Context: an optimization exercise on an open-source flow, tuned for small area. The choices shown serve that exercise and are no tape-out recipe.
In this exercise RTL edits were held to simulation tests only and were not proved equivalent to the original.
Power and IR drop assume default switching activity.

==> design.v <==
module scankeyboard_debounce(
	input              clk,
	input              rst_n,
	output reg  [4:1]  r,
	input       [4:1]  c,
	output      [3:0]  kcode,
	output             kev
	);
reg  [3:0] cnt;           
reg  [4:1] n1, n2, n3, n4;    
reg  [2:0] cls1, cls2;    
reg  [1:0] cls3;          
reg  [1:0] cls4;          
reg  [3:0] kf;            
reg  [3:0] kx;            
reg  [2:0] ch;            
wire [4:1] r_n = ~(4'b0001 << cnt[3:2]);
always @(posedge clk or negedge rst_n)
	if (!rst_n) begin
		cnt <= 4'd0;
		r <= 4'b1110;
	end else begin
		cnt <= cnt + 4'd1;
		r <= r_n;
	end
function [2:0] classify;
	input [4:1] p;    
	case (p)
	4'b0000: classify = 3'b000;
	4'b0001: classify = 3'b100;
	4'b0010: classify = 3'b101;
	4'b0100: classify = 3'b110;
	4'b1000: classify = 3'b111;
	default: classify = 3'b001;
	endcase
endfunction
wire [2:0] k1 = classify(~c & n1);
wire [2:0] k2 = classify(~c & n2);
wire [2:0] k3 = classify(~c & n3);
wire [2:0] k4 = classify(~c & n4);
always @(posedge clk or negedge rst_n)
	if (!rst_n) begin
		n1 <= 4'd0; n2 <= 4'd0; n3 <= 4'd0; n4 <= 4'd0;
		cls1 <= 3'd0; cls2 <= 3'd0; cls3 <= 2'd0; cls4 <= 2'd0;
	end else begin
		if (r_n[1] & ~r[1]) begin n1 <= ~c; cls1 <= k1; end
		if (r_n[2] & ~r[2]) begin n2 <= ~c; cls2 <= k2; end
		if (r_n[3] & ~r[3]) begin
			n3 <= ~c;
			cls3 <= k3[2] ? ((k3[1:0] == 2'd0) ? 2'd1 : 2'd2) : {k3[0], k3[0]};
		end
		if (r_n[4] & ~r[4]) begin
			n4 <= ~c;
			cls4 <= k4[2] ? 2'd1 : {k4[0], k4[0]};
		end
	end
always @(posedge clk or negedge rst_n)
	if (!rst_n)
		kf <= 4'b0000;
	else begin
		if (~r[1]) kf[0] <= (cls1 != 3'd0);
		if (~r[2]) kf[1] <= (cls2 != 3'd0);
		if (~r[3]) kf[2] <= (cls3 != 2'd0);
		if (~r[4]) kf[3] <= (cls4 != 2'd0);
	end
reg [3:0] kcode_n;
reg       hold;
always @(*) begin
	hold = 1'b0;
	kcode_n = 4'd15;
	case (kf)
	4'b0001: if (cls1[2]) kcode_n = {2'b00, cls1[1:0]}; else hold = 1'b1;
	4'b0010: if (cls2[2]) kcode_n = {2'b01, cls2[1:0]}; else hold = 1'b1;
	4'b0100: if (cls3 == 2'd1) kcode_n = 4'd8; else if (cls3 != 2'd2) hold = 1'b1;
	4'b1000: if (cls4 != 2'd1) hold = 1'b1;
	4'b0000: ;
	default: hold = 1'b1;
	endcase
end
always @(posedge clk or negedge rst_n)
	if (!rst_n) begin
		kx <= 4'd0;
		ch <= 3'b000;
	end else begin
		if (!hold) kx <= ~kcode_n;
		ch <= {ch[1:0], ~hold & (~kcode_n != kx)};
	end
assign kcode = ~kx;
assign kev = ch[2];
endmodule
module smart_pill_box_ctl(
	input              clk,
	input              rst_n,
	input      [3:0]   kcode,
	input              kev,
	output reg [1:0]   mode,
	output reg [1:0]   index,
	output reg [19:0]  xd,        
	output reg         xd_bl,
	output reg         xd_on,
	output reg [2:0]   rstate,    
	output reg         gstate,    
	output             alarm_ctl
	);
localparam [19:0] BLANK_H = {2'd3, 4'd15};
localparam [19:0] BLANK_M = {3'd7, 4'd15};
wire [8:0] kf = {9{kev}} & (9'd1 << kcode);    
reg  [2:0] change;
reg  [4:0] hour;
reg  [5:0] min, sec;
reg  [4:0] ah [0:8];
reg  [5:0] am [0:8];
reg  [5:0] as [0:8];
reg  [8:0] on, af;
reg  [1:0] abc;
localparam [9:0] T1_END = 10'h081;
localparam [8:0] T2_END = 9'h087;
localparam [7:0] T4_END = 8'ha8;
reg  [9:0] t1s;
reg  [8:0] t500;
reg  [7:0] t250;
wire clk_1hz = (t1s == T1_END);
wire clk_2hz = (t500 == T2_END);
wire clk_4hz = (t250 == T4_END);
wire [9:0] t1s_nx  = {t1s[8:0], ~(t1s[2] ^ t1s[9])};
wire [8:0] t500_nx = {t500[7:0], ~(t500[3] ^ t500[8])};
wire [7:0] t250_nx = {t250[6:0], ~(t250[0] ^ t250[1] ^ t250[6] ^ t250[7])};
assign alarm_ctl = |af;
wire [3:0] aidx = {2'b00, index} + (mode == 2'd2 ? 4'd3 : mode == 2'd3 ? 4'd6 : 4'd0);
wire [4:0] sel_h  = ah[aidx];
wire [5:0] sel_m  = am[aidx];
wire [5:0] sel_s  = as[aidx];
wire       sel_on = on[aidx];
wire [8:0] asel = (mode == 2'd0) ? 9'd0 : (9'd1 << aidx);
wire time_mode = (mode == 2'd0);
wire chg0 = (change == 3'd0);
wire [1:0] mode_n = (kf[3] & chg0) ? mode + 2'd1 : mode;
wire to_time = (mode_n == 2'd0);
wire [4:0] src_h = to_time ? hour : sel_h;
wire [5:0] src_m = to_time ? min  : sel_m;
wire [5:0] src_s = to_time ? sec  : sel_s;
wire [5:0] fv   = (change == 3'd1) ? {1'b0, src_h} : (change == 3'd2) ? src_m : src_s;
wire [5:0] fmax = (change == 3'd1) ? 6'd23 : 6'd59;
wire [5:0] fnew = kf[1] ? ((fv == fmax) ? 6'd0 : fv + 6'd1)
                        : ((fv == 6'd0) ? fmax : fv - 6'd1);
wire kud = kf[1] | kf[2];
wire run1s = ~time_mode | chg0;
wire tick  = run1s & clk_1hz;
integer a;
always @(posedge clk or negedge rst_n)
	if (!rst_n) begin
		mode <= 2'd0; change <= 3'd0; index <= 2'd0;
		hour <= 5'd0; min <= 6'd0; sec <= 6'd0;
		on <= 9'd0;
		for (a = 0; a < 9; a = a + 1) begin
			ah[a] <= 5'd0; am[a] <= 6'd0; as[a] <= 6'd0;
		end
	end else begin
		mode <= mode_n;
		if (kf[0])
			change <= (change == (time_mode ? 3'd3 : 3'd4)) ? 3'd0 : change + 3'd1;
		if (time_mode | (kf[3] & chg0))
			index <= 2'd0;
		else if (kf[4] & chg0)
			index <= (index == 2'd2) ? 2'd0 : index + 2'd1;
		if (time_mode & kud) begin
			if (change == 3'd1) hour <= fnew[4:0];
			if (change == 3'd2) min  <= fnew;
			if (change == 3'd3) sec  <= fnew;
		end
		if (tick) begin
			if (sec == 6'd59) begin
				sec <= 6'd0;
				if (min == 6'd59) begin
					min <= 6'd0;
					hour <= (hour == 5'd23) ? 5'd0 : hour + 5'd1;
				end else
					min <= min + 6'd1;
			end else
				sec <= sec + 6'd1;
		end
		for (a = 0; a < 9; a = a + 1)
			if (asel[a] & kud) begin
				if (change == 3'd1) ah[a] <= fnew[4:0];
				if (change == 3'd2) am[a] <= fnew;
				if (change == 3'd3) as[a] <= fnew;
				if (change == 3'd4) on[a] <= ~on[a];
			end
	end
reg [8:0] match;
always @(*)
	for (a = 0; a < 9; a = a + 1)
		match[a] = (ah[a] == hour) & (am[a] == min) & (as[a] == sec);
wire t1s0 = (t1s == 10'd0) | clk_1hz;
wire [8:0] editing = asel & {9{~chg0}};
always @(posedge clk or negedge rst_n)
	if (!rst_n)
		af <= 9'd0;
	else
		af <= (af & ~{9{kf[5]}}) | (~af & ~editing & on & match & {9{t1s0}});
always @(posedge clk or negedge rst_n)
	if (!rst_n) begin
		t1s <= 10'd0; t500 <= 9'd0; t250 <= 8'd0;
	end else begin
		t1s  <= ~run1s ? 10'd0 : clk_1hz ? 10'd1 : t1s_nx;
		t500 <= chg0 ? 9'd0 : clk_2hz ? 9'd1 : t500_nx;
		t250 <= ~(time_mode & alarm_ctl) ? 8'd0 : clk_4hz ? 8'd1 : t250_nx;
	end
always @(posedge clk or negedge rst_n)
	if (!rst_n)
		abc <= 2'd0;
	else if (kf[6])
		abc <= (abc == 2'd1) ? 2'd0 : 2'd1;
	else if (kf[7])
		abc <= (abc == 2'd2) ? 2'd0 : 2'd2;
	else if (kf[8])
		abc <= (abc == 2'd3) ? 2'd0 : 2'd3;
wire [2:0] r_tog = (rstate == 3'd0) ? 3'd4 : 3'd0;
always @(posedge clk or negedge rst_n)
	if (!rst_n) begin
		rstate <= 3'd0; gstate <= 1'b0;
	end else if (abc != 2'd0)
		rstate <= {1'b0, abc};
	else if (!chg0) begin
		case (mode)
		2'd1: begin gstate <= 1'b0; if (clk_2hz) rstate <= r_tog; end
		2'd2: begin rstate <= 3'd0; if (clk_2hz) gstate <= ~gstate; end
		2'd3: if (clk_2hz) begin gstate <= ~gstate; rstate <= gstate ? 3'd0 : 3'd4; end
		default: begin rstate <= 3'd0; gstate <= 1'b0; end
		endcase
	end else if (|af[2:0]) begin
		gstate <= 1'b0; if (clk_4hz) rstate <= r_tog;
	end else if (|af[5:3]) begin
		rstate <= 3'd0; if (clk_4hz) gstate <= ~gstate;
	end else if (|af[8:6]) begin
		if (clk_4hz) begin gstate <= ~gstate; rstate <= gstate ? 3'd0 : 3'd4; end
	end else begin
		rstate <= 3'd0; gstate <= 1'b0;
	end
function [5:0] bcd_h;   
	input [4:0] v;
	begin
		if (v >= 5'd20)      bcd_h = {2'd2, v[3:0] - 4'd4};
		else if (v >= 5'd10) bcd_h = {2'd1, v[3:0] - 4'd10};
		else                 bcd_h = {2'd0, v[3:0]};
	end
endfunction
function [6:0] bcd_ms;  
	input [5:0] v;
	begin
		if (v >= 6'd50)      bcd_ms = {3'd5, v[3:0] - 4'd2};
		else if (v >= 6'd40) bcd_ms = {3'd4, v[3:0] - 4'd8};
		else if (v >= 6'd30) bcd_ms = {3'd3, v[3:0] - 4'd14};
		else if (v >= 6'd20) bcd_ms = {3'd2, v[3:0] - 4'd4};
		else if (v >= 6'd10) bcd_ms = {3'd1, v[3:0] - 4'd10};
		else                 bcd_ms = {3'd0, v[3:0]};
	end
endfunction
wire [5:0] bh = bcd_h(src_h);
wire [6:0] bm = bcd_ms(src_m);
wire [6:0] bs = bcd_ms(src_s);
wire [5:0] xh = xd[19:14];
wire [6:0] xm = xd[13:7];
wire [6:0] xs = xd[6:0];
wire hbl = (xh == BLANK_H[5:0]);
wire mbl = (xm == BLANK_M[6:0]);
wire sbl = (xs == BLANK_M[6:0]);
always @(posedge clk or negedge rst_n)
	if (!rst_n) begin
		xd <= 20'd0; xd_bl <= 1'b0; xd_on <= 1'b0;
	end else if (time_mode & ~to_time) begin
		xd <= {2'd0, 4'd15, BLANK_M[6:0], BLANK_M[6:0]};
		xd_bl <= 1'b1;
	end else begin
		case (change)
		3'd0: begin xd <= {bh, bm, bs}; xd_bl <= 1'b0; xd_on <= sel_on; end
		3'd1: begin
			xd[13:0] <= {bm, bs}; xd_bl <= 1'b0; xd_on <= sel_on;
			if (clk_2hz) xd[19:14] <= hbl ? bh : BLANK_H[5:0];
		end
		3'd2: begin
			xd[19:14] <= bh; xd[6:0] <= bs; xd_bl <= 1'b0; xd_on <= sel_on;
			if (clk_2hz) xd[13:7] <= mbl ? bm : BLANK_M[6:0];
		end
		3'd3: begin
			xd[19:7] <= {bh, bm}; xd_bl <= 1'b0; xd_on <= sel_on;
			if (clk_2hz) xd[6:0] <= sbl ? bs : BLANK_M[6:0];
		end
		3'd4: begin
			xd <= {bh, bm, bs};
			if (clk_2hz) begin
				xd_bl <= ~xd_bl; xd_on <= sel_on;
			end
		end
		default: ;
		endcase
	end
endmodule
module lattic(
	input              clk,
	input              rst_n,
	input      [2:0]   rstate,
	input              gstate,
	input              alarm_ctl,
	output     [7:0]   row,
	output reg [7:0]   r_col,
	output     [7:0]   g_col,
	output             beep
	);
reg [3:0] tc;
reg [2:0] cnt;
always @(posedge clk or negedge rst_n)
	if (!rst_n) begin
		tc <= 4'd0; cnt <= 3'd0;
	end else if (tc == 4'd6) begin        
		tc <= 4'd0; cnt <= cnt + 3'd1;
	end else
		tc <= {tc[2:0], ~(tc[0] ^ tc[3])};
assign beep = ~(cnt[1] & alarm_ctl);
assign row = 8'd1 << cnt;
reg [7:0] heart;
always @(*)
	case (cnt)
	3'd1: heart = 8'h3c;
	3'd2: heart = 8'h18;
	3'd3: heart = 8'h24;
	3'd4, 3'd5, 3'd6: heart = 8'h3c;
	default: heart = 8'h00;
	endcase
assign g_col = ~(gstate ? heart : 8'h00);
always @(*)
	case (rstate)
	3'd1:
		case (cnt)
		3'd1: r_col = ~8'h18;
		3'd2: r_col = ~8'h24;
		3'd3, 3'd5, 3'd6: r_col = ~8'h42;
		3'd4: r_col = ~8'h7e;
		default: r_col = ~8'h00;
		endcase
	3'd2:
		case (cnt)
		3'd0: r_col = ~8'h00;
		3'd1, 3'd4, 3'd7: r_col = ~8'h1c;
		default: r_col = ~8'h24;
		endcase
	3'd3:
		case (cnt)
		3'd1, 3'd6: r_col = ~8'h1c;
		3'd2, 3'd5: r_col = ~8'h22;
		3'd3, 3'd4: r_col = ~8'h02;
		default: r_col = ~8'h00;
		endcase
	3'd4: r_col = ~heart;
	default: r_col = ~8'h00;
	endcase
endmodule
module lcd1602_driver(
	input              clk,
	input              rst_n,
	input      [127:0] codes,
	output reg         lcd_rs,
	output             lcd_rw,
	output reg         lcd_en,
	output reg [7:0]   lcd_data
	);
assign lcd_rw = 1'b0;
localparam INIT = 2'd0, CHECK = 2'd1, REFRESH = 2'd2;
localparam S0 = 3'd0, S1 = 3'd1, S2 = 3'd2, S3 = 3'd3, S4 = 3'd4, S5 = 3'd5;
localparam [127:0] SP = {4'd0, 4'd0, 4'd0, 4'd0, 4'd15, 4'd7, 4'd0, 4'd15,
                         4'd7, 4'd0, 4'd15, 4'd3, 4'd0, 4'd0, 4'd0, 4'd0,
                         4'd0, 4'd0, 4'd0, 4'd0, 4'd0, 4'd3, 4'd0, 4'd0,
                         4'd0, 4'd0, 4'd0, 4'd0, 4'd0, 4'd0, 4'd0, 4'd0};
function [7:0] digit;
	input [3:0] v;
	digit = (v >= 4'd10) ? " " : "0" + {4'd0, v};
endfunction
function [7:0] to_char;
	input [4:0] pos;
	input [3:0] c;
	case (pos)
	5'd1:  to_char = c[0] ? "s" : " ";
	5'd2:  to_char = c[0] ? "m" : " ";
	5'd3:  to_char = c[0] ? "a" : " ";
	5'd4:  to_char = c[0] ? "r" : " ";
	5'd5:  to_char = c[1] ? "t" : c[0] ? "b" : " ";
	5'd6:  to_char = c[0] ? "o" : " ";
	5'd7:  to_char = c[1] ? "p" : c[0] ? "x" : " ";
	5'd8:  to_char = c[2] ? "i" : (c[1:0] == 2'd0) ? " " : "0" + {6'd0, c[1:0]};
	5'd9:  to_char = c[1] ? "l" : c[0] ? ":" : " ";
	5'd10: to_char = c[2] ? "l" : (c[1:0] == 2'd3) ? " " : "1" + {6'd0, c[1:0]};
	5'd12: to_char = c[0] ? "b" : " ";
	5'd13: to_char = c[0] ? "o" : " ";
	5'd14: to_char = c[0] ? "x" : " ";
	5'd20: to_char = (c[1:0] == 2'd3) ? " " : "0" + {6'd0, c[1:0]};
	5'd21, 5'd24, 5'd27: to_char = digit(c);
	5'd23, 5'd26: to_char = (c[2:0] >= 3'd6) ? " " : "0" + {5'd0, c[2:0]};
	5'd22, 5'd25: to_char = c[0] ? ":" : " ";
	5'd29: to_char = c[0] ? "o" : " ";
	5'd30: to_char = c[1] ? "n" : c[0] ? "f" : " ";
	5'd31: to_char = c[0] ? "f" : " ";
	default: to_char = " ";
	endcase
endfunction
reg [1:0]   state_f;
reg [2:0]   state_s;
reg [4:0]   cnt;
reg [4:0]   refresh_pos;
wire [4:0]  local_pos = refresh_pos + 5'd1;
reg [127:0] cache;
wire [127:0] ncx = codes ^ SP;
reg [31:0] diff, first;
reg        found;
reg [4:0]  fpos;
integer p;
always @(*) begin
	fpos = 5'd0;
	found = 1'b0;
	for (p = 0; p < 32; p = p + 1) begin
		diff[p] = (cache[p*4 +: 4] != ncx[p*4 +: 4]);
		first[p] = diff[p] & ~found;
		found = found | diff[p];
		if (first[p]) fpos = fpos | p[4:0];
	end
end
reg [7:0] init_cmd;
always @(*)
	case (refresh_pos[2:0])
	3'd2: init_cmd = 8'h38;    
	3'd3: init_cmd = 8'h0c;
	3'd4: init_cmd = 8'h06;
	3'd5: init_cmd = 8'h01;
	default: init_cmd = 8'h80;
	endcase
wire [3:0] rcode = cache[refresh_pos*4 +: 4] ^ SP[refresh_pos*4 +: 4];
localparam [4:0] T10 = 5'd13, T24 = 5'd9;
wire [4:0] cnt_nx = {cnt[3:0], ~(cnt[1] ^ cnt[4])};
wire [4:0] tlim = (state_s == S1 || state_s == S4) ? T24 : T10;
wire tdone = (cnt == tlim);
wire win = (cnt != 5'd0);           
wire init_run = (state_f == INIT) & (refresh_pos != 5'd31);
wire busy = init_run | (state_f == REFRESH);
always @(posedge clk or negedge rst_n)
	if (!rst_n) begin
		lcd_rs <= 1'b0;
		lcd_en <= 1'b0;
		lcd_data <= 8'd0;
	end else if (busy & win) begin
		case (state_s)
		S0: begin
			lcd_rs <= 1'b0; lcd_en <= 1'b0;
			lcd_data <= init_run ? init_cmd
			                     : {1'b1, refresh_pos[4], 2'b00, refresh_pos[3:0]};
		end
		S1, S4: lcd_en <= 1'b1;
		S3: begin
			lcd_rs <= 1'b1; lcd_en <= 1'b0;
			lcd_data <= to_char(refresh_pos, rcode);
		end
		default: lcd_en <= 1'b0;
		endcase
	end
always @(posedge clk or negedge rst_n)
	if (!rst_n) begin
		state_f <= INIT;
		state_s <= S0;
		cnt <= 5'd1;
		refresh_pos <= 5'd26;
		cache <= 128'd0;
	end else begin
		case (state_f)
		INIT:
			if (init_run) begin
				cnt <= tdone ? 5'd0 : cnt_nx;
				if (tdone)
					case (state_s)
					S0: state_s <= S1;
					S1: state_s <= S2;
					default: begin state_s <= S0; refresh_pos <= refresh_pos + 5'd1; end
					endcase
			end else
				state_f <= CHECK;
		CHECK:
			if (found) begin
				refresh_pos <= fpos;
				state_f <= REFRESH;
				state_s <= (local_pos == fpos) ? S3 : S0;
				for (p = 0; p < 32; p = p + 1)
					if (first[p]) cache[p*4 +: 4] <= ncx[p*4 +: 4];
			end
		default: begin
			cnt <= tdone ? 5'd0 : cnt_nx;
			if (tdone) begin
				if (state_s == S5) begin
					state_s <= S0; state_f <= CHECK;
				end else
					state_s <= state_s + 3'd1;
			end
		end
		endcase
	end
endmodule
module lcd1602_display(
	input      [1:0]   mode,
	input      [1:0]   index,
	input      [19:0]  xd,
	input              xd_bl,
	input              xd_on,
	output reg [127:0] codes     
	);
wire T = (mode == 2'd0);
wire onf = ~T & ~xd_bl;
always @(*) begin
	codes = 128'd0;
	codes[1*4 +: 4] = {3'd0, T};
	codes[2*4 +: 4] = {3'd0, T};
	codes[3*4 +: 4] = {3'd0, T};
	codes[4*4 +: 4] = {3'd0, T};
	codes[5*4 +: 4] = {2'd0, T, ~T};
	codes[6*4 +: 4] = {3'd0, ~T};
	codes[7*4 +: 4] = {2'd0, T, ~T};
	codes[8*4 +: 4] = {1'b0, T, mode};
	codes[9*4 +: 4] = {2'd0, T, ~T};
	codes[10*4 +: 4] = {1'b0, T, index};
	codes[12*4 +: 4] = {3'd0, T};
	codes[13*4 +: 4] = {3'd0, T};
	codes[14*4 +: 4] = {3'd0, T};
	codes[20*4 +: 4] = {2'd0, xd[19:18]};
	codes[21*4 +: 4] = xd[17:14];
	codes[22*4 +: 4] = 4'd1;
	codes[23*4 +: 4] = {1'b0, xd[13:11]};
	codes[24*4 +: 4] = xd[10:7];
	codes[25*4 +: 4] = 4'd1;
	codes[26*4 +: 4] = {1'b0, xd[6:4]};
	codes[27*4 +: 4] = xd[3:0];
	codes[29*4 +: 4] = {3'd0, onf};
	codes[30*4 +: 4] = {2'd0, onf & xd_on, onf & ~xd_on};
	codes[31*4 +: 4] = {3'd0, onf & ~xd_on};
end
endmodule
module smart_pill_box(
	input              clk,
	input              rst_n,
	input      [4:1]   c,
	output     [4:1]   r,
	output             lcd_rs,
	output             lcd_rw,
	output             lcd_en,
	output     [7:0]   lcd_data,
	output             beep,
	output     [7:0]   row,
	output     [7:0]   r_col,
	output     [7:0]   g_col
	);
wire [3:0]  kcode;
wire        kev;
wire [1:0]  mode, index;
wire [19:0] xd;
wire        xd_bl, xd_on;
wire [2:0]  rstate;
wire        gstate;
wire        alarm_ctl;
wire [127:0] codes;
scankeyboard_debounce scankeyboard_debounce_inst(
	.clk(clk), .rst_n(rst_n), .r(r), .c(c), .kcode(kcode), .kev(kev));
smart_pill_box_ctl smart_pill_box_ctl_inst(
	.clk(clk), .rst_n(rst_n), .kcode(kcode), .kev(kev),
	.mode(mode), .index(index), .xd(xd), .xd_bl(xd_bl), .xd_on(xd_on),
	.rstate(rstate), .gstate(gstate), .alarm_ctl(alarm_ctl));
lattic lattic_inst(
	.clk(clk), .rst_n(rst_n), .rstate(rstate), .gstate(gstate),
	.alarm_ctl(alarm_ctl), .row(row), .r_col(r_col), .g_col(g_col), .beep(beep));
lcd1602_display lcd1602_display_inst(
	.mode(mode), .index(index), .xd(xd), .xd_bl(xd_bl), .xd_on(xd_on),
	.codes(codes));
lcd1602_driver lcd1602_driver_inst(
	.clk(clk), .rst_n(rst_n), .codes(codes), .lcd_rs(lcd_rs), .lcd_rw(lcd_rw), .lcd_en(lcd_en),
	.lcd_data(lcd_data));
endmodule
==> flow/run.sh <==
#!/bin/bash
# Layout flow: the standard synthesis, then the combinational logic of
# that netlist is mapped again with a stronger ABC script (the registers,
# their names and cell types are kept as they are), then the standard
# layout from floorplan to finish on the new netlist. Clock tree synthesis
# takes its options from flow/cts_args (ORFS's CTS_ARGS) and port buffering
# from flow/buffer_ports_args (ORFS's BUFFER_PORTS_ARGS) when they exist.
set -euo pipefail
W=$(pwd)
F=$W/flow
R=$W/orfs/results/$FLOW_PLATFORM/smart_pill_box/base
LIB=$FLOW_HOME/platforms/sky130hd/lib/sky130_fd_sc_hd__tt_025C_1v80.lib

bash standard.sh synth > $W/synth.log 2>&1

cp $R/1_2_yosys.v $W/std_synth.v
# register cell types of the standard synthesis, kept as black boxes
FLOPS=$(grep -o 'sky130_fd_sc_hd__[a-z0-9_]*' $W/std_synth.v | sort -u | grep -E '__(df|sdf|edf|dl)' | tr '\n' ' ')
DONT_USE=$(sed -n '/DONT_USE_CELLS/,/^$/p' $FLOW_HOME/platforms/sky130hd/config.mk | tr -d '\\' | tr ' \t' '\n\n' | grep '^sky130' | sed 's/^/-dont_use /' | tr '\n' ' ')
cat > $W/remap.ys <<EOT
read_liberty -ignore_miss_func $LIB
read_verilog $W/std_synth.v
hierarchy -top $FLOW_TOP
setattr -mod -set keep_hierarchy 1 $FLOPS
flatten
opt_clean
tee -o $W/remap_before.txt stat -liberty $LIB
abc -liberty $LIB $DONT_USE -script $F/remap.abc
opt_clean -purge
splitnets
opt_clean -purge
hilomap -singleton -hicell sky130_fd_sc_hd__conb_1 HI -locell sky130_fd_sc_hd__conb_1 LO
insbuf -buf sky130_fd_sc_hd__buf_4 A X
select $FLOW_TOP
tee -o $W/remap_after.txt stat -liberty $LIB
write_verilog -noattr -nohex -nodec -selected $W/remapped.v
EOT
yosys -s $W/remap.ys > $W/remap.log 2>&1

cp $W/remapped.v $R/1_2_yosys.v
rm -f $R/1_synth.odb $R/1_synth.sdc
if [[ -f $F/cts_args ]]; then
  export CTS_ARGS="$(cat $F/cts_args)"
fi
if [[ -f $F/buffer_ports_args ]]; then
  export BUFFER_PORTS_ARGS="$(cat $F/buffer_ports_args)"
fi
bash standard.sh finish > $W/finish.log 2>&1
==> flow/cts_args <==
-sink_clustering_enable -repair_clock_nets -sink_clustering_size 24 -sink_clustering_max_diameter 80 -buf_list sky130_fd_sc_hd__clkbuf_16 -dont_use_dummy_load
==> flow/remap.abc <==
strash
&get -n
&fraig -x
&deepsyn -T 60
&put
strash
&get -n
&dch -f
&nf -a -R 1000
&put
strash
&get -n
&dch -f
&nf -a -R 1000
&put
==> standard.sh <==
#!/bin/bash
# synth_recipe.tcl (not shown) runs the flow's synth.tcl, then flattens the netlist and writes it again
# the make line also repeats each setting of config.mk as NAME=value (left out here)
make -C /OpenROAD-flow-scripts/flow DESIGN_CONFIG=/design/flow/config.mk WORK_HOME=/design/flow/orfs CLKGATE_MAP_FILE= SYNTH_SCRIPT=/design/flow/synth_recipe.tcl "${@:-finish}"
==> config.mk <==
export PLATFORM = sky130hd
export DESIGN_NAME = smart_pill_box
export DESIGN_NICKNAME = smart_pill_box
export VERILOG_FILES = /design/flow/design.v
export SDC_FILE = /design/flow/constraint.sdc
export NUM_CORES = 4
export LEC_CHECK = 0
export ABC_AREA = 1
export CAP_MARGIN = 20
export CORE_MARGIN = 2
export CORE_UTILIZATION = 60
export CTS_BUF_LIST = sky130_fd_sc_hd__clkbuf_16
export CTS_CLUSTER_DIAMETER = 80
export CTS_CLUSTER_SIZE = 24
export SLEW_MARGIN = 20
==> constraint.sdc <==
create_clock -name core_clock -period 12.0 [get_ports {clk}]
set_input_delay 2.4000 -clock core_clock [delete_from_list [all_inputs] [get_ports {clk}]]
set_output_delay 2.4000 -clock core_clock [all_outputs]
set_load 0.01 [all_outputs]
==> summary.md, run 1 <==
| Metric | Value |
|---|---|
| Status | complete, no violations |
| Crit path capture type | flip-flop |
| Peak supply drop | 139 uV |
| CP cell instances | or3_1 > nor4_1 > nand2_1 > a22o_1 > or2_2 > o21ai_0 > nand2_1 > a31oi_1 > nand2_1 > nor2_1 > nand2_1 > xor2_1 > o22a_1 > o21ai_0 |
| Most used cell, CP | nand2_1 |
| Layout Utilization | 65.5% |
| Syn avg cell area | 8.96 um2 |
| Combinational share of power | 6.4% |
| Post-CTS setup buffers | 0 |
| Slowest stage cell, crit path | o22a_1 |
| Core area | 0.0324 mm2 |
| Slew Viols, Final | 0 |
| Overall Power | 2.14 mW |
| Leakage power | 9.13 nW |
| P per Cell Area | 101 mW/mm2 |
| Worst setup SP type | flip-flop |
| Fin area | 0.0212 mm2 |
| CTS tree | built |
| Clk slew on worst S/H paths | 0.10 ns |
| Chip height | 185 um |
| Clock Latency Late Sink | 0.56 ns |
| Initial Util | 60.5% |
| Total CTS buffers | 21 |
| Post-synthesis cell count | 2,187 |
| Initial antenna violation count | 1 |
| Dpl cell area | 0.0207 mm2 |
| Rows | 66 |
| Setup violators final | 0 |
| Port-buffer cells | 38 |
| Clock share of power | 33.5% |
| # Max-Cap Violations | 0 |
| Drt first pass iters | 9 |
| Worst path arrival time | 6.08 ns |
| Total GRT Usage | 39.2% |
| CP max stage delay | 0.89 ns |
| Final hold viol count | 0 |
| Worst-margin pin slew | 1.28 ns |
| Number of global-route vias before repair | 17,300 |
| Seq pwr share | 60.1% |
| Final Non-Filler Cells | 2,700 |
| Fmax achieved | 176 MHz |
| Avg Vias per Cell | 6.94 |
| Post-place setup slack | 6.21 ns |
| Post_cts resized | 0 |
| Die area | 0.0341 mm2 |
| Max-slew headroom | 14.4% |
| Worst hold slack | 0.356 ns |
| CTS Root Cell | clkbuf_16 |
| Tmin final | 5.68 ns |
| RSZ-0062 raised after global routing | no |
| Chip width | 185 um |
| Largest net degree at the start of global routing | 186 |
| Vias after detailed routing | 18,700 |
| # fillers | 2,715 |
| Area growth syn-to-layout | 8.17% |
| Synth warnings | 8 |
| Fin nets | 2,266 |
| # DRC | 0 |
| Switching portion of total power | 24.9% |
| 1st-iter DRT viols | 2,935 |
| Detailed-route wire length | 66,500 um |
| Remaining antenna violation count | 0 |
| Gpl congestion | 1.10 |
| Gr ovfl total | 0 |
| Avg WL per Cell | 24.6 um |
| Hold WC Path Type | reg -> reg |
| Post-CTS Hold Buffers | 0 |
| Post-route worst setup slack | 6.32 ns |
| Skew final | 0.0512 ns |
| Crit path required time | 12.40 ns |
| Power Internal | 1.61 mW |
| DP Wirelength | 47,100 um |
| Largest fanout on the critical path | 38 |
| Top Ports | 46 |
| Setup tns final | 0 ns |
| Fraction of layout cells with a size suffix above 1 | 2.97% |
| H-Tree Level Count | 1 |
| CP Class | reg -> reg |
| Inst Count DP | 2,679 |
| Final Cycle Share | 47.3% |
| First-pass GRT wire length | 102,000 um |
| Synthesized cell area | 0.0196 mm2 |
| CTS sink cnt | 373 |
| # diodes | 0 |
| Psw | 0.533 mW |
| Clk buf depth | 3 |
[state kept, by name, indices dropped and copies added (netlist names), 5 cells and up]
signal / flops
smart_pill_box_ctl_inst.ah: 45
smart_pill_box_ctl_inst.hour: 5
smart_pill_box_ctl_inst.on: 9
smart_pill_box_ctl_inst.as: 54
smart_pill_box_ctl_inst.af: 9
lcd1602_driver_inst.refresh_pos: 5
lcd1602_driver_inst.lcd_data: 8
lcd1602_driver_inst.cnt: 5
smart_pill_box_ctl_inst.min: 6
smart_pill_box_ctl_inst.am: 54
smart_pill_box_ctl_inst.t500: 9
smart_pill_box_ctl_inst.t250: 8
lcd1602_driver_inst.cache: 46
smart_pill_box_ctl_inst.xd: 20
smart_pill_box_ctl_inst.sec: 6
smart_pill_box_ctl_inst.t1s: 10
[worst max-delay path: cells and delay by family (launching register included)]
family           cells  cell delay (ns)
XOR/XNOR             1             0.15
AO/OA/AOI/OAI        5             2.42
AND/OR/NAND/NOR      8             2.44
flip-flops           1             0.55
[metal layers]
layer  GRT usage, %  vias up  share of wire, %
met5              0        -             0.020
met4           16.2        2               5.7
met3           9.58      341                13
met2           57.9     1274                42
met1           55.6     8932                40
li1               -     8191                 -
[final cells by class]
| cell class | count | area, um2 | area share [%] |
|---|---|---|---|
| sequential | 373 | 9340 | 44.1 |
| inverter | 88 | 330 | 1.56 |
| tap | 442 | 553 | 2.61 |
| multi-input combinational | 1709 | 9830 | 46.4 |
| clock buffer | 21 | 526 | 2.48 |
| timing repair buffer | 67 | 619 | 2.92 |
[path summary, 6_finish.rpt]
check	start	to	slack [ns]	cells past startpoint
worst max-delay path	smart_pill_box_ctl_inst.change[0]	smart_pill_box_ctl_inst.am[1][5]	6.32	14
worst min-delay path	scankeyboard_debounce_inst.ch[0]	scankeyboard_debounce_inst.ch[1]	0.36	0
worst max register to register	smart_pill_box_ctl_inst.change[0]	smart_pill_box_ctl_inst.am[1][5]	6.32	14
worst min register to register	scankeyboard_debounce_inst.ch[0]	scankeyboard_debounce_inst.ch[1]	0.36	0
max in group asynchronous	rst_n	smart_pill_box_ctl_inst.as[2][1]	8.55	2
min in group asynchronous	rst_n	lcd1602_driver_inst.lcd_data[4]	1.91	1
[layout by cell type, fill, tap and decap left out, types with 8 or more instances in the layout]
| cell | count |
|---|---|
| o211ai_1 | 11 |
| o22ai_1 | 58 |
| a21oi_1 | 185 |
| a222oi_1 | 33 |
| a22o_1 | 24 |
| and3_1 | 27 |
| o31ai_1 | 9 |
| a221oi_1 | 36 |
| o2bb2ai_1 | 11 |
| clkdlybuf4s50_1 | 37 |
| o21a_1 | 9 |
| o22a_1 | 10 |
| nand4_1 | 28 |
| buf_4 | 27 |
| nand2_1 | 274 |
| clkinv_1 | 88 |
| mux2_1 | 9 |
| nand3_1 | 59 |
| a21o_1 | 13 |
| xnor2_1 | 65 |
| or2_0 | 15 |
| a211oi_1 | 10 |
| nor4_1 | 22 |
| nand2b_1 | 28 |
| o21ai_0 | 195 |
| a31oi_1 | 14 |
| and2_0 | 26 |
| o2111ai_1 | 8 |
| a2111oi_0 | 19 |
| a22oi_1 | 43 |
| nor3_1 | 39 |
| dfrtp_1 | 366 |
| xor2_1 | 57 |
| nor2b_1 | 34 |
| nor2_1 | 250 |
| clkbuf_16 | 21 |
[power groups by stage]
stage / Sequential, mW / Clock (mW) / Combinational (mW)
3_3_place_gp: 1.31 / 0 / 0.130
4_1_cts: 1.29 / 0.723 / 0.133
5_1_grt: 1.29 / 0.764 / 0.146
6_report: 1.29 / 0.718 / 0.136
3_5_place_dp: 1.31 / 0 / 0.133
2_1_floorplan: 1.31 / 0 / 0.0573
==> run 2: changes to the inputs <==
--- a/design.v
+++ b/design.v
@@ -34,24 +34,23 @@
 	default: classify = 3'b001;
 	endcase
 endfunction
-wire [2:0] k1 = classify(~c & n1);
-wire [2:0] k2 = classify(~c & n2);
-wire [2:0] k3 = classify(~c & n3);
-wire [2:0] k4 = classify(~c & n4);
+wire [4:1] smp = r_n & ~r;
+wire [4:1] nsel = ({4{smp[1]}} & n1) | ({4{smp[2]}} & n2) | ({4{smp[3]}} & n3) | ({4{smp[4]}} & n4);
+wire [2:0] k = classify(~c & nsel);
 always @(posedge clk or negedge rst_n)
 	if (!rst_n) begin
 		n1 <= 4'd0; n2 <= 4'd0; n3 <= 4'd0; n4 <= 4'd0;
 		cls1 <= 3'd0; cls2 <= 3'd0; cls3 <= 2'd0; cls4 <= 2'd0;
 	end else begin
-		if (r_n[1] & ~r[1]) begin n1 <= ~c; cls1 <= k1; end
-		if (r_n[2] & ~r[2]) begin n2 <= ~c; cls2 <= k2; end
-		if (r_n[3] & ~r[3]) begin
+		if (smp[1]) begin n1 <= ~c; cls1 <= k; end
+		if (smp[2]) begin n2 <= ~c; cls2 <= k; end
+		if (smp[3]) begin
 			n3 <= ~c;
-			cls3 <= k3[2] ? ((k3[1:0] == 2'd0) ? 2'd1 : 2'd2) : {k3[0], k3[0]};
+			cls3 <= k[2] ? ((k[1:0] == 2'd0) ? 2'd1 : 2'd2) : {k[0], k[0]};
 		end
-		if (r_n[4] & ~r[4]) begin
+		if (smp[4]) begin
 			n4 <= ~c;
-			cls4 <= k4[2] ? 2'd1 : {k4[0], k4[0]};
+			cls4 <= k[2] ? 2'd1 : {k[0], k[0]};
 		end
 	end
 always @(posedge clk or negedge rst_n)
@@ -126,12 +125,21 @@
 wire [8:0] t500_nx = {t500[7:0], ~(t500[3] ^ t500[8])};
 wire [7:0] t250_nx = {t250[6:0], ~(t250[0] ^ t250[1] ^ t250[6] ^ t250[7])};
 assign alarm_ctl = |af;
-wire [3:0] aidx = {2'b00, index} + (mode == 2'd2 ? 4'd3 : mode == 2'd3 ? 4'd6 : 4'd0);
-wire [4:0] sel_h  = ah[aidx];
-wire [5:0] sel_m  = am[aidx];
-wire [5:0] sel_s  = as[aidx];
-wire       sel_on = on[aidx];
-wire [8:0] asel = (mode == 2'd0) ? 9'd0 : (9'd1 << aidx);
+wire [17:0] bx [0:2];
+genvar gb;
+generate for (gb = 0; gb < 3; gb = gb + 1) begin : rd
+	assign bx[gb] = (index == 2'd0) ? {on[3*gb],   ah[3*gb],   am[3*gb],   as[3*gb]} :
+	                (index == 2'd1) ? {on[3*gb+1], ah[3*gb+1], am[3*gb+1], as[3*gb+1]} :
+	                                  {on[3*gb+2], ah[3*gb+2], am[3*gb+2], as[3*gb+2]};
+end endgenerate
+wire [17:0] selv = (mode == 2'd2) ? bx[1] : (mode == 2'd3) ? bx[2] : bx[0];
+wire [4:0] sel_h  = selv[16:12];
+wire [5:0] sel_m  = selv[11:6];
+wire [5:0] sel_s  = selv[5:0];
+wire       sel_on = selv[17];
+wire [2:0] mdec = {mode == 2'd3, mode == 2'd2, mode == 2'd1};
+wire [2:0] idec = {index == 2'd2, index == 2'd1, index == 2'd0};
+wire [8:0] asel = {{3{mdec[2]}} & idec, {3{mdec[1]}} & idec, {3{mdec[0]}} & idec};
 wire time_mode = (mode == 2'd0);
 wire chg0 = (change == 3'd0);
 wire [1:0] mode_n = (kf[3] & chg0) ? mode + 2'd1 : mode;
==> flow/buffer_ports_args (new file) <==
-buffer_cell sky130_fd_sc_hd__buf_1
--- a/config.mk
+++ b/config.mk
@@ -8,7 +8,7 @@
 export ABC_AREA = 1
 export CAP_MARGIN = 20
 export CORE_MARGIN = 2
-export CORE_UTILIZATION = 60
+export CORE_UTILIZATION = 70
 export CTS_BUF_LIST = sky130_fd_sc_hd__clkbuf_16
 export CTS_CLUSTER_DIAMETER = 80
 export CTS_CLUSTER_SIZE = 24
==> run 2 against run 1 <==
Against the previous run:
- synthesized cell count is 2.0% lower
- still clean on timing, DRC and antenna
- fmax fell by 14%
- register-to-register slack got worse by 0.89 ns
- cell count is 4.3% lower
- via count up 3.0%
- largest cell class unchanged
- sequential cell count unchanged
- global-route usage up 8.2 points
- utilization is 11 points higher
==> summary.md, run 2 <==
| Metric | Value |
|---|---|
| Status | complete, no violations |
| Leakage power | 8.82 nW |
| Post-route worst setup slack | 5.43 ns |
| Synthesized cell area | 0.0194 mm2 |
| Number of global-route vias before repair | 18,100 |
| Avg Vias per Cell | 7.47 |
| Fin nets | 2,221 |
| Area growth syn-to-layout | 6.77% |
| Critical Path Source | smart_pill_box_ctl_inst.change[1] |
| Setup violators final | 0 |
| Worst-margin pin slew | 1.15 ns |
| Peak supply drop | 142 uV |
| CP Class | reg -> reg |
| Register Area | 0.00934 mm2 |
| Post_cts resized | 0 |
| Gr ovfl total | 0 |
| Largest registers | smart_pill_box_ctl_inst.am: 54 flops, smart_pill_box_ctl_inst.as: 54 flops, lcd1602_driver_inst.cache: 46 flops |
| Post-place setup slack | 5.51 ns |
| First-pass GRT wire length | 105,000 um |
| Gpl congestion | 1.14 |
| Origin of the critical flop-to-flop path | smart_pill_box_ctl_inst.change[1] |
| Setup tns final | 0 ns |
| Final hold viol count | 0 |
| Synth warnings | 8 |
| P per Cell Area | 101 mW/mm2 |
| Tmin final | 6.57 ns |
| Drt first pass iters | 9 |
| Final Non-Filler Cells | 2,585 |
| H-Tree Level Count | 1 |
| # Max-Cap Violations | 0 |
| Die area | 0.0291 mm2 |
| Critical Path Sink | smart_pill_box_ctl_inst.ah[0][2] |
| Post-CTS Hold Buffers | 0 |
| Crit path capture type | flip-flop |
| Max-slew headroom | 22.5% |
| Initial Util | 71.6% |
| Worst R2R Path Depth | 17 |
| Clk slew on worst S/H paths | 0.09 ns |
| Largest net degree at the start of global routing | 167 |
| Worst path arrival time | 6.98 ns |
| Post-synthesis cell count | 2,143 |
| Layout Utilization | 76.4% |
| Chip width | 170 um |
| # diodes | 0 |
| Chip height | 170 um |
| Inst Count DP | 2,562 |
| Syn avg cell area | 9.05 um2 |
| Core area | 0.0271 mm2 |
| DP Wirelength | 48,400 um |
| RSZ-0062 raised after global routing | no |
| 1st-iter DRT viols | 3,654 |
| CTS sink cnt | 373 |
| R2R Path End | smart_pill_box_ctl_inst.ah[0][2] |
| Crit path required time | 12.41 ns |
| Hold WC Path Type | reg -> reg |
| Total GRT Usage | 47.5% |
| Initial antenna violation count | 1 |
| Clock Latency Late Sink | 0.55 ns |
| Port-buffer cells | 38 |
| Multi-input logic area | 0.00969 mm2 |
| Slew Viols, Final | 0 |
| Remaining antenna violation count | 0 |
| Top Ports | 46 |
| Final Cycle Share | 54.8% |
| Fmax achieved | 152 MHz |
| Worst setup SP type | flip-flop |
| Post-CTS setup buffers | 0 |
| Largest fanout on the critical path | 25 |
| Skew final | 0.0246 ns |
| Rows | 60 |
| Vias after detailed routing | 19,300 |
| Detailed-route wire length | 68,500 um |
| Worst hold slack | 0.359 ns |
| Most common cell after layout, fill and taps aside | dfrtp_1 |
| CTS Root Cell | clkbuf_16 |
| CTS tree | built |
| Clk buf depth | 3 |
| Flop2flop setup slack | 5.43 ns |
| # fillers | 1,807 |
| Avg WL per Cell | 26.5 um |
| Total CTS buffers | 20 |
| Fraction of layout cells with a size suffix above 1 | 3.12% |
| # DRC | 0 |
| Leading cell types in the layout, fill and taps excluded | dfrtp_1, nand2_1, o21ai_0, nor2_1, a21oi_1 |
run 2: worst min-delay path by stage:
stage | startpoint | to | slack, ns | cells after the start
after detailed placement | scankeyboard_debounce_inst.ch[1] | scankeyboard_debounce_inst.ch[2] | 0.34 | 0
final | scankeyboard_debounce_inst.ch[1] | scankeyboard_debounce_inst.ch[2] | 0.36 | 0
after global routing | scankeyboard_debounce_inst.ch[1] | scankeyboard_debounce_inst.ch[2] | 0.37 | 0
after global placement | scankeyboard_debounce_inst.ch[0] | scankeyboard_debounce_inst.ch[1] | 0.33 | 0
after floorplan | scankeyboard_debounce_inst.ch[0] | scankeyboard_debounce_inst.ch[1] | 0.33 | 0
after CTS | scankeyboard_debounce_inst.ch[1] | scankeyboard_debounce_inst.ch[2] | 0.36 | 0
run 2: through the flow:
stage          instance area [um2]  total power, mW
6_report                     20700             2.10
3_3_place_gp                 20100             1.41
3_5_place_dp                 20100             1.41
4_1_cts                      20600             2.09
5_1_grt                      20700             2.14
2_1_floorplan                19400             1.35
run 2: layout make-up:
type,count,area share (%)
Inverter,84,1.52
Sequential cell,373,45.1
Clock buffer,20,2.42
Multi-Input combinational cell,1669,46.8
Timing Repair Buffer,67,1.95
Tap cell,372,2.25
run 2: where the power goes:
| part | leakage (nW) | internal (mW) | total [mW] | switching (mW) |
|---|---|---|---|---|
| clock | 0.246 | 0.299 | 0.704 | 0.405 |
| combinational | 3.51 | 0.0230 | 0.110 | 0.0873 |
| sequential | 5.06 | 1.27 | 1.29 | 0.0184 |
| total | 8.82 | 1.59 | 2.10 | 0.511 |
run 2: per-layer routing:
layer | global-route usage (%) | part of all wire (%) | vias to the layer above
met4 | 26.5 | 7.2 | 0
li1 | - | - | 8068
met3 | 14.2 | 14 | 405
met5 | 0 | 0 | -
met1 | 61.6 | 35 | 9132
met2 | 71.7 | 43 | 1705
run 2: critical path, cell delays in order, from the launching register on:
cell,delay [ns]
dfrtp_1,0.57
nor2_1,0.33
nand2_1,0.60
nor3_1,0.80
nand2_1,0.16
xnor2_1,0.27
nand2_1,0.32
buf_8,0.27
o21ai_0,0.65
o22ai_1,0.19
o21ai_0,0.35
nand2b_1,0.26
a31oi_1,0.07
a21oi_1,0.13
nor2_1,0.06
a31oi_2,0.81
buf_4,0.41
o21ai_0,0.15
==> run 3: changes to the inputs <==
--- a/config.mk
+++ b/config.mk
@@ -8,7 +8,7 @@
 export ABC_AREA = 1
 export CAP_MARGIN = 20
 export CORE_MARGIN = 2
-export CORE_UTILIZATION = 70
+export CORE_UTILIZATION = 60
 export CTS_BUF_LIST = sky130_fd_sc_hd__clkbuf_16
 export CTS_CLUSTER_DIAMETER = 80
 export CTS_CLUSTER_SIZE = 24
==> run 3 against run 2 <==
Against the previous run:
- hold slack lost 0.0035 ns
- non-clock buffer count unchanged
- highest routed layer unchanged
- synthesized area unchanged
- critical path type unchanged
- global-route usage down 7.2 points
- design area grew 0.29%
==> summary.md, run 3 <==
| Metric | Value |
|---|---|
| Status | complete, no violations |
| Dpl cell area | 0.0202 mm2 |
| Setup violators final | 0 |
| Total CTS buffers | 23 |
| Peak supply drop | 141 uV |
| Drt first pass iters | 13 |
| RSZ-0062 raised after global routing | no |
| Number of global-route vias before repair | 17,400 |
| Chip height | 184 um |
| # DRC | 0 |
| Remaining antenna violation count | 0 |
| Avg Vias per Cell | 7.03 |
| Most common cell after layout, fill and taps aside | dfrtp_1 |
| Initial antenna violation count | 0 |
| Total GRT Usage | 40.3% |
| Worst hold slack | 0.355 ns |
| Crit path required time | 12.35 ns |
| Inst Count DP | 2,595 |
| P per Cell Area | 103 mW/mm2 |
| Post-CTS setup buffers | 0 |
| Rows | 65 |
| Post-CTS Hold Buffers | 0 |
| CP cell instances | nor2_1 > nand2_1 > nor3_1 > nand2_1 > xnor2_1 > nand2_1 > a21oi_1 > o22ai_1 > a21oi_1 > or3_1 > o41a_1 > o21a_1 > nor2_1 > xor2_4 > o21ai_0 |
| Crit path capture type | flip-flop |
| Avg WL per Cell | 25.8 um |
| # Max-Cap Violations | 0 |
| Area growth syn-to-layout | 7.08% |
| Setup tns final | 0 ns |
| Leading cell types in the layout, fill and taps excluded | dfrtp_1, nand2_1, o21ai_0, nor2_1, a21oi_1 |
| Fraction of layout cells with a size suffix above 1 | 3.25% |
| Hold EP | scankeyboard_debounce_inst.ch[1] |
| Largest net degree at the start of global routing | 79 |
| Final hold viol count | 0 |
| Max-slew headroom | 23.3% |
| Origin of the critical flop-to-flop path | smart_pill_box_ctl_inst.change[1] |
| CTS sink cnt | 373 |
| CP Class | reg -> reg |
| Final Cycle Share | 55.2% |
| Core area | 0.0317 mm2 |
| Hold path depth | 0 |
| Leakage power | 8.83 nW |
| Die area | 0.0338 mm2 |
| Fmax achieved | 151 MHz |
| Worst R2R Path Depth | 15 |
| Most used cell, CP | nand2_1 |
| Top Ports | 46 |
| Skew final | 0.0579 ns |
| First-pass GRT wire length | 104,000 um |
| CTS Root Cell | clkbuf_16 |
| CP max stage delay | 0.84 ns |
| Post-synthesis cell count | 2,143 |
| Vias after detailed routing | 18,400 |
| Synthesized cell area | 0.0194 mm2 |
| Worst-margin pin slew | 1.15 ns |
| Fin area | 0.0208 mm2 |
| Clk slew on worst S/H paths | 0.09 ns |
| Fin nets | 2,224 |
| Largest fanout on the critical path | 34 |
| Port-buffer cells | 38 |
| Worst path arrival time | 6.97 ns |
| Slew Viols, Final | 0 |
| Synth warnings | 8 |
| R2R Path End | smart_pill_box_ctl_inst.as[7][4] |
| Gr ovfl total | 0 |
| # fillers | 2,657 |
| Hold WC Path Type | reg -> reg |
| CTS tree | built |
| Detailed-route wire length | 67,600 um |
| Initial Util | 61.2% |
| DP Wirelength | 48,700 um |
| # diodes | 0 |
| Gpl congestion | 1.07 |
| H-Tree Level Count | 1 |
| Clk buf depth | 3 |
| Clock Latency Late Sink | 0.57 ns |
| Flop2flop setup slack | 5.38 ns |
| Post_cts resized | 0 |
| Chip width | 184 um |
| Final Non-Filler Cells | 2,618 |
| Syn avg cell area | 9.05 um2 |
| Slowest stage cell, crit path | xor2_4 |
| Largest registers | smart_pill_box_ctl_inst.am: 54 flops, smart_pill_box_ctl_inst.as: 54 flops, lcd1602_driver_inst.cache: 46 flops |
| Worst setup SP type | flip-flop |
| 1st-iter DRT viols | 3,085 |
| Worst Min Path Start | scankeyboard_debounce_inst.ch[0] |
| Tmin final | 6.62 ns |
| Overall Power | 2.15 mW |
[run 3: metrics by stage]
| stage | util, % | setup slack (ns) |
|---|---|---|
| 6_report | 65.5 | 5.38 |
| 5_1_grt | 65.5 | 5.04 |
| 4_1_cts | 65.5 | 5.63 |
| 3_5_place_dp | 63.6 | 5.66 |
| 3_3_place_gp | 63.6 | 5.92 |
| 2_1_floorplan | - | 5.87 |
[run 3: cell type report]
class / count / area (um2) / share of cell area [%]
multi-input combinational: 1669 / 9670 / 46.6
clock buffer: 23 / 576 / 2.77
timing repair buffer: 67 / 364 / 1.75
inverter: 84 / 315 / 1.52
sequential: 373 / 9340 / 45.0
tap: 402 / 503 / 2.42
[run 3: how the worst max path moves through the flow]
stage | startpoint | endpoint | slack, ns | cells past startpoint
after global placement | smart_pill_box_ctl_inst.change[1] | smart_pill_box_ctl_inst.as[0][4] | 5.92 | 15
after floorplan | smart_pill_box_ctl_inst.mode[0] | lcd1602_driver_inst.state_s[0] | 5.87 | 20
final | smart_pill_box_ctl_inst.change[1] | smart_pill_box_ctl_inst.as[7][4] | 5.38 | 15
after CTS | smart_pill_box_ctl_inst.change[1] | smart_pill_box_ctl_inst.as[7][4] | 5.63 | 15
after detailed placement | smart_pill_box_ctl_inst.change[1] | smart_pill_box_ctl_inst.ah[3][4] | 5.66 | 15
after global routing | smart_pill_box_ctl_inst.change[1] | smart_pill_box_ctl_inst.as[7][4] | 5.04 | 14
[run 3: worst max-delay path: cells and delay by family (launching register included)]
family / cells / cell delay [ns]
and+or+nand+nor: 7 / 3.18
AOI/OAI and AO/OA: 6 / 1.64
xor gates and xnor gates: 2 / 1.03
DFF: 1 / 0.53
[run 3: routing by layer]
layer / share of wire, % / track usage (%) / wire length [um]
met2: 43 / 61.3 / 29200
met1: 40 / 55.5 / 27200
met3: 11 / 8.85 / 7350
met4: 5.7 / 18.5 / 3850
met5: 0 / 0 / 0
[run 3: where the power goes]
| part | leakage [nW] | internal, mW | switching [mW] |
|---|---|---|---|
| Combinational | 3.49 | 0.0215 | 0.0854 |
| Sequential | 5.06 | 1.27 | 0.0181 |
| Clock | 0.283 | 0.340 | 0.413 |
| Total | 8.83 | 1.63 | 0.517 |
==> run 4: changes to the inputs <==
--- a/design.v
+++ b/design.v
@@ -76,14 +76,13 @@
 	default: hold = 1'b1;
 	endcase
 end
+always @(posedge clk)
+	if (!hold) kx <= ~kcode_n;
 always @(posedge clk or negedge rst_n)
-	if (!rst_n) begin
-		kx <= 4'd0;
+	if (!rst_n)
 		ch <= 3'b000;
-	end else begin
-		if (!hold) kx <= ~kcode_n;
+	else
 		ch <= {ch[1:0], ~hold & (~kcode_n != kx)};
-	end
 assign kcode = ~kx;
 assign kev = ch[2];
 endmodule
@@ -207,13 +206,14 @@
 	else
 		af <= (af & ~{9{kf[5]}}) | (~af & ~editing & on & match & {9{t1s0}});
 always @(posedge clk or negedge rst_n)
-	if (!rst_n) begin
-		t1s <= 10'd0; t500 <= 9'd0; t250 <= 8'd0;
-	end else begin
+	if (!rst_n)
+		t1s <= 10'd0;
+	else
 		t1s  <= ~run1s ? 10'd0 : clk_1hz ? 10'd1 : t1s_nx;
-		t500 <= chg0 ? 9'd0 : clk_2hz ? 9'd1 : t500_nx;
-		t250 <= ~(time_mode & alarm_ctl) ? 8'd0 : clk_4hz ? 8'd1 : t250_nx;
-	end
+always @(posedge clk) begin
+	t500 <= chg0 ? 9'd0 : clk_2hz ? 9'd1 : t500_nx;
+	t250 <= ~(time_mode & alarm_ctl) ? 8'd0 : clk_4hz ? 8'd1 : t250_nx;
+end
 always @(posedge clk or negedge rst_n)
 	if (!rst_n)
 		abc <= 2'd0;
@@ -273,10 +273,8 @@
 wire hbl = (xh == BLANK_H[5:0]);
 wire mbl = (xm == BLANK_M[6:0]);
 wire sbl = (xs == BLANK_M[6:0]);
-always @(posedge clk or negedge rst_n)
-	if (!rst_n) begin
-		xd <= 20'd0; xd_bl <= 1'b0; xd_on <= 1'b0;
-	end else if (time_mode & ~to_time) begin
+always @(posedge clk)
+	if (time_mode & ~to_time) begin
 		xd <= {2'd0, 4'd15, BLANK_M[6:0], BLANK_M[6:0]};
 		xd_bl <= 1'b1;
 	end else begin
==> run 4 against run 3 <==
Against the previous run:
- design area decreased by 0.57%
- routed wire length fell by 0.35%
- worst setup slack gained 0.13 ns
- sequential share of layout area down 0.54 points
- utilization about the same
- first-iteration DRC count is 6.7% lower
- clock skew fell by 0.0092 ns
- power increased by 14%
- sequential cell count did not move
- die area down 0.65%
- largest power group unchanged
- highest routed layer unchanged
==> summary.md, run 4 <==
| Metric | Value |
|---|---|
| Status | complete, no violations |
| Synth warnings | 8 |
| Critical Path Source | smart_pill_box_ctl_inst.mode[1] |
| Initial Util | 61.1% |
| DP Wirelength | 48,700 um |
| 1st-iter DRT viols | 2,878 |
| Avg WL per Cell | 25.4 um |
| Number of global-route vias before repair | 17,500 |
| Chip height | 183 um |
| Metal2 WL | 29,100 um |
| Fraction of layout cells with a size suffix above 1 | 3.34% |
| # DRC | 0 |
| Worst R2R Path Depth | 20 |
| Tmin final | 6.49 ns |
| Drt first pass iters | 13 |
| Seq pwr share | 57.0% |
| CTS Root Cell | clkbuf_16 |
| Leading cell types in the layout, fill and taps excluded | dfrtp_1, nand2_1, nor2_1, a21oi_1, o21ai_0 |
| Synthesized cell area | 0.0193 mm2 |
| Gr ovfl total | 0 |
| Port-buffer cells | 38 |
| Worst path arrival time | 6.93 ns |
| Clk buf depth | 3 |
| Gpl congestion | 1.13 |
| Fin nets | 2,255 |
| Power Internal | 1.75 mW |
| Area growth syn-to-layout | 7.17% |
| WL met3 | 8050 um |
| R2R Path End | lcd1602_driver_inst.state_s[2] |
| Post-synthesis cell count | 2,169 |
| Clk slew on worst S/H paths | 0.09 ns |
| Detailed-route wire length | 67,300 um |
| Die area | 0.0336 mm2 |
| Vias after detailed routing | 18,500 |
| Psw | 0.699 mW |
| Fin area | 0.0207 mm2 |
| First-pass GRT wire length | 104,000 um |
| Total GRT Usage | 40.2% |
| Hold WC Path Type | reg -> reg |
| CTS tree | built |
| Initial antenna violation count | 0 |
| Slew Viols, Final | 0 |
| Rows | 65 |
| DRT met1 WL | 25,800 um |
| Setup tns final | 0 ns |
| Origin of the critical flop-to-flop path | smart_pill_box_ctl_inst.mode[1] |
| Core area | 0.0316 mm2 |
| Final hold viol count | 0 |
| CP Class | reg -> reg |
| Switching portion of total power | 28.6% |
| Clock share of power | 30.0% |
| Top Ports | 46 |
| Post-CTS setup buffers | 0 |
| Crit path capture type | flip-flop |
| Chip width | 183 um |
| Dpl cell area | 0.0201 mm2 |
| Fmax achieved | 154 MHz |
| CTS sink cnt | 373 |
| Largest registers | smart_pill_box_ctl_inst.am: 54 flops, smart_pill_box_ctl_inst.as: 54 flops, lcd1602_driver_inst.cache: 46 flops |
| Clock Latency Late Sink | 0.56 ns |
| Post-CTS Hold Buffers | 0 |
| Total CTS buffers | 22 |
| Peak supply drop | 124 uV |
| Uppermost layer routed | met4 |
| Avg Vias per Cell | 7.00 |
| Crit path required time | 12.44 ns |
| Setup violators final | 0 |
| H-Tree Level Count | 1 |
| # fillers | 2,682 |
| Overall Power | 2.45 mW |
| RSZ-0062 raised after global routing | no |
| Remaining antenna violation count | 0 |
| Syn avg cell area | 8.89 um2 |
| Critical Path Sink | lcd1602_driver_inst.state_s[2] |
| Final Cycle Share | 54.1% |
| Most common cell after layout, fill and taps aside | dfrtp_1 |
| Flop2flop setup slack | 5.51 ns |
| # Max-Cap Violations | 0 |
| P per Cell Area | 118 mW/mm2 |
| Leakage power | 8.90 nW |
| Post_cts resized | 0 |
| Worst setup SP type | flip-flop |
| Combinational share of power | 13.0% |
| Skew final | 0.0487 ns |
| Largest net degree at the start of global routing | 140 |
| Max-slew headroom | 25.3% |
| Largest fanout on the critical path | 26 |
| Worst-margin pin slew | 1.12 ns |
-- run 4: area by class of cell --
type                            instances  area, um2  share of cell area [%]
Tap cell                              402        503                    2.44
Multi-Input combinational cell       1703       9710                    47.0
Timing Repair Buffer                   73        422                    2.04
Clock buffer                           22        551                    2.67
Antenna cell                            1       2.50                  0.0121
Inverter                               76        285                    1.38
Sequential cell                       373       9180                    44.4
-- run 4: worst max-delay path, cell delays in order (launching register included) --
cell and delay (ns):
dfrtp_1 0.93, or2_0 0.74, nand2_1 0.11, nor2_1 0.26
o211ai_1 0.19, nor2_1 0.19, o2111ai_1 0.18, a21oi_1 0.23
clkinv_1 0.13, nor3b_1 0.66, nand3_1 0.18, nor2_1 0.31
and3_1 0.26, and2_0 0.22, nand2_1 0.13, nor2_1 0.19
nand3_1 0.14, nor2_1 0.14, or2_0 0.51, o21ai_0 0.35
a32o_1 0.35
-- run 4: power groups by stage --
stage / clock (mW) / combinational (mW) / sequential [mW]
after floorplan: 0 / 0.196 / 1.39
after global placement: 0 / 0.302 / 1.41
after detailed placement: 0 / 0.309 / 1.42
after CTS: 0.741 / 0.312 / 1.39
after global routing: 0.782 / 0.349 / 1.40
final: 0.735 / 0.318 / 1.39
-- run 4: stage by stage --
| stage | instances | hold WS [ns] | worst slack (ns) | utilization [%] |
|---|---|---|---|---|
| after floorplan | 2174 | 0.331 | 6.56 | - |
| after global placement | 2627 | 0.337 | 6.09 | 63.7 |
| after detailed placement | 2627 | 0.337 | 5.77 | 63.7 |
| after CTS | 2649 | 0.354 | 5.77 | 65.4 |
| after global routing | 2649 | 0.351 | 5.00 | 65.4 |
| final | 2650 | 0.351 | 5.51 | 65.5 |
-- run 4: how the worst min path moves through the flow --
| stage | from | endpoint | slack, ns | depth (start not counted) |
|---|---|---|---|---|
| floorplan | scankeyboard_debounce_inst.ch[0] | scankeyboard_debounce_inst.ch[1] | 0.33 | 0 |
| global placement | scankeyboard_debounce_inst.ch[0] | scankeyboard_debounce_inst.ch[1] | 0.34 | 0 |
| detailed placement | scankeyboard_debounce_inst.ch[0] | scankeyboard_debounce_inst.ch[1] | 0.34 | 0 |
| CTS | scankeyboard_debounce_inst.ch[0] | scankeyboard_debounce_inst.ch[1] | 0.35 | 0 |
| global route | scankeyboard_debounce_inst.ch[0] | scankeyboard_debounce_inst.ch[1] | 0.35 | 0 |
| finish | scankeyboard_debounce_inst.ch[0] | scankeyboard_debounce_inst.ch[1] | 0.35 | 0 |
-- run 4: routing by layer --
metal | vias to the layer above | track usage [%]
met5 | - | 0
met4 | 0 | 20.3
met3 | 310 | 9.71
met2 | 1242 | 61.4
met1 | 8879 | 53.8
li1 | 8111 | -

what the ideal ports hide:
Ports are ideal in the flow. The routed layouts listed here were re-timed in OpenROAD.
Step 1, drivers: a clkbuf_16 drives clk and a buf_2 each remaining input, both assumed.
Step 2 times the ports against the registers' clock, not the clock port: input delays grow and output delays shrink by t, the midpoint of the rising clock arrivals with the driver on.
a / b / c = no drivers / after step 1 / after step 2; a / b = the first two.
run | shift t [ns] | slack for setup (ns) | worst register clock-pin slew, ns | worst slew at a driven data input, ns
run 1 | 0.591 | 6.319 / 6.319 / 6.319 | 0.11 / 0.11 | 0.05
run 2 | 0.595 | 5.429 / 5.429 / 5.429 | 0.10 / 0.10 | 0.04
run 3 | 0.597 | 5.379 / 5.379 / 5.379 | 0.10 / 0.10 | 0.03
run 4 | 0.589 | 5.508 / 5.508 / 5.508 | 0.10 / 0.10 | 0.03
After both steps every run listed still meets setup and hold.
